What follows belongs to an exercise in optimizing a design on an open flow for small area and a short achievable clock period; a production flow would make more cautious choices. Where RTL was checked, it was by simulation tests only, not by an equivalence proof against the original. No activity file was given, so power comes from the tool's default toggle rates.

==> flow/design.v (excerpt) <==
module movavg(
    input logic clk,
    input logic reset,
    input logic [63:0] din,
    output logic [63:0] dout
);
Settings: LEC_CHECK=0, CAP_MARGIN=20, CORE_MARGIN=2, CORE_UTILIZATION=65, CTS_BUF_LIST=sky130_fd_sc_hd__clkbuf_4 sky130_fd_sc_hd__clkbuf_8, PLACE_DENSITY=0.75, SETUP_SLACK_MARGIN=1.5, SLEW_MARGIN=20; clock period 7.5 ns.
standard.sh (not shown) runs the stock make flow with config.mk's settings and CLKGATE_MAP_FILE= SYNTH_SCRIPT=/design/flow/synth_recipe.tcl, a recipe that flattens the netlist after the stock synthesis.
==> flow/flow/run.sh <==
#!/bin/bash
set -euo pipefail
export BUFFER_PORTS_ARGS="-buffer_cell sky130_fd_sc_hd__buf_2"
export SYNTH_ARGS="-noabc"
bash standard.sh > standard_make.log 2>&1
Next try:
--- a/flow/flow/run.sh
+++ b/flow/flow/run.sh
@@ -4 +3,0 @@
-export SYNTH_ARGS="-noabc"
The new run completed without violations.
Non-clock buffer count came out lower by 3.
Global-route usage came out lower by 0.52 points.
Final area came out higher by 0.69%.
Core utilization came out higher by 0.49 points.
Routed wire length came out lower by 2.3%.
Worst setup slack improved by 0.10 ns.
Cell count came out higher by 4.4%.
Maximum frequency came out higher by 1.7%.

---

== north ==
Another version of the RTL of movavg (not shown whole).
Size: about 1,300 cells after synthesis, ~190 flip-flops, roughly 130 I/O pins, ~0.012 mm^2 of cells after synthesis.
export LEC_CHECK = 0
export CAP_MARGIN = 20
export CORE_MARGIN = 2
export CORE_UTILIZATION = 40
export SETUP_SLACK_MARGIN = 1.5
export SLEW_MARGIN = 20
create_clock -name core_clock -period 7.5 [get_ports {clk}]
==> flow/flow/run.sh <==
#!/bin/bash
set -euo pipefail
export BUFFER_PORTS_ARGS="-buffer_cell sky130_fd_sc_hd__buf_2"
bash standard.sh > standard_make.log 2>&1
### north -> south
# north
export LEC_CHECK = 0
export CAP_MARGIN = 20
export CORE_MARGIN = 2
export CORE_UTILIZATION = 40
export SETUP_SLACK_MARGIN = 1.5
export SLEW_MARGIN = 20
create_clock -name core_clock -period 7.5 [get_ports {clk}]
# south
export LEC_CHECK = 0
export CAP_MARGIN = 20
export CORE_MARGIN = 2
export CORE_UTILIZATION = 65
export CTS_BUF_LIST = sky130_fd_sc_hd__clkbuf_4 sky130_fd_sc_hd__clkbuf_8
export PLACE_DENSITY = 0.75
export SETUP_SLACK_MARGIN = 1.5
export SLEW_MARGIN = 20
create_clock -name core_clock -period 7.5 [get_ports {clk}]
--- a/flow/flow/run.sh
+++ b/flow/flow/run.sh
@@ -3,2 +3,3 @@
 export BUFFER_PORTS_ARGS="-buffer_cell sky130_fd_sc_hd__buf_2"
+export SYNTH_ARGS="-noabc"
 bash standard.sh > standard_make.log 2>&1
Findings:
- din[15] as the startpoint of the most critical setup path was reported by south, and din[14] by north.
- [compare] base=north new=south: inserted tap cell count lower; share of flip-flops with an asynchronous set or reset after synthesis roughly the same; power drawn by the combinational cells roughly the same.
> inputs changed (south -> east)
==> flow/flow/run.sh <==
#!/bin/bash
set -euo pipefail
export BUFFER_PORTS_ARGS="-buffer_cell sky130_fd_sc_hd__buf_2"
bash standard.sh > standard_make.log 2>&1
==> comparison <==
east finished every stage and its layout cleared the timing, design-rule and antenna checks.
The higher die boundary width came out of east.
east: count of vias placed by the detailed router is 6.3% higher than what south reported.
Compared with south, in east net load switching power rose about 6%; area share of xor/xnor cells in the synthesized design fell 1.1 points; final critical-path setup slack rose 110 ps; length of routed wiring on met1 rose 2.3%.
For final-report setup violation count, east and south come out practically identical.
[compare] base=south new=east: clock buffer and inverter area fraction after layout now smaller; first-pass GRT wire length now larger.

---

movavg, a different RTL version from the one above (not shown whole).
Size in the first run: ~1200 cells after synthesis, ~130 I/O pins.
Settings: LEC_CHECK=0, CAP_MARGIN=20, CORE_MARGIN=2, CORE_UTILIZATION=65, CTS_BUF_LIST=sky130_fd_sc_hd__clkbuf_4 sky130_fd_sc_hd__clkbuf_8, PLACE_DENSITY=0.75, SETUP_SLACK_MARGIN=1.5, SLEW_MARGIN=20; clock period 7.5 ns.
==> flow/flow/run.sh <==
#!/bin/bash
set -euo pipefail
export BUFFER_PORTS_ARGS="-buffer_cell sky130_fd_sc_hd__buf_2"
python3 flow/mknet.py hhc > netlist.v 2> mknet.log
bash standard.sh VERILOG_FILES="$PWD/netlist.v" ADDER_MAP_FILE= finish > standard_make.log 2>&1
Other scripts of this flow, unchanged in this note and not shown: flow/flow/mknet.py
The starting point completed with no timing, DRC or antenna violations.
==> next run, changes <==
==> flow/flow/run.sh (replaced) <==
#!/bin/bash
set -euo pipefail
export BUFFER_PORTS_ARGS="-buffer_cell sky130_fd_sc_hd__buf_2"
python3 flow/mknet.py hks > netlist.v 2> mknet.log
bash standard.sh VERILOG_FILES="$PWD/netlist.v" ADDER_MAP_FILE= finish > standard_make.log 2>&1
- global-route usage came out higher by 8.4 points
- routed wire length came out higher by well over a third
- utilization came out lower by 0.26 points
- synthesized area came out higher by roughly a tenth
- total power came out higher by roughly a tenth
- via count came out higher by a quarter to a third
- first-iteration DRC count came out higher by well over a third
- design area came out higher by roughly a tenth
- worst setup slack got worse by 0.24 ns
==> next run, changes <==
==> flow/flow/run.sh (replaced) <==
#!/bin/bash
set -euo pipefail
export BUFFER_PORTS_ARGS="-buffer_cell sky130_fd_sc_hd__buf_2"
python3 flow/mknet.py hhc > netlist.v 2> mknet.log
bash standard.sh VERILOG_FILES="$PWD/netlist.v" ADDER_MAP_FILE= finish > standard_make.log 2>&1
SETUP_SLACK_MARGIN = 2.5   (was 1.5)
The changed run failed in 5_1_grt.
Synthesized area is lower by 9.1%.
Synthesized cell count drops by 18%.
No run of this note included a check of the RTL's function; only the layout flow was run.

==> static timing again, ports no longer ideal <==
How much do the figures lean on ideal ports? The routed layouts below were timed once more, with nothing changed but the port constraints.
Step 1 sets driving cells, clkbuf_16 on the clock port and buf_2 on the other inputs (assumed; they add their load-dependent delay and slew).
Step 2 also shifts input and output timing later by t, the mid clock arrival at the registers, as if the neighbouring blocks saw the same clock.
Slacks: no drivers / after step 1 / after step 2; pairs: no drivers / after step 1.
| run | t (ns) | slack for setup (ns) | latest minus earliest clock arrival (ns) |
|---|---|---|---|
| the first run of note 1 | 0.502 | 1.606 / 1.587 / 1.587 | 0.022 / 0.022 |
| the second run of note 1 | 0.508 | 1.706 / 1.681 / 1.681 | 0.019 / 0.019 |
| north | 0.484 | 1.631 / 1.597 / 1.597 | 0.017 / 0.016 |
| south | 0.492 | 1.555 / 1.522 / 1.522 | 0.030 / 0.031 |
| east | 0.507 | 1.660 / 1.639 / 1.639 | 0.019 / 0.020 |
| the first run of note 3 | 0.512 | 1.868 / 1.824 / 1.863 | 0.022 / 0.022 |
| the second run of note 3 | 0.518 | 1.627 / 1.582 / 1.641 | 0.017 / 0.017 |
After both steps every run listed still meets setup and hold. The setup slack of north, which loses most, moves by -0.034 ns with the drivers and by -0.034 ns with both steps.
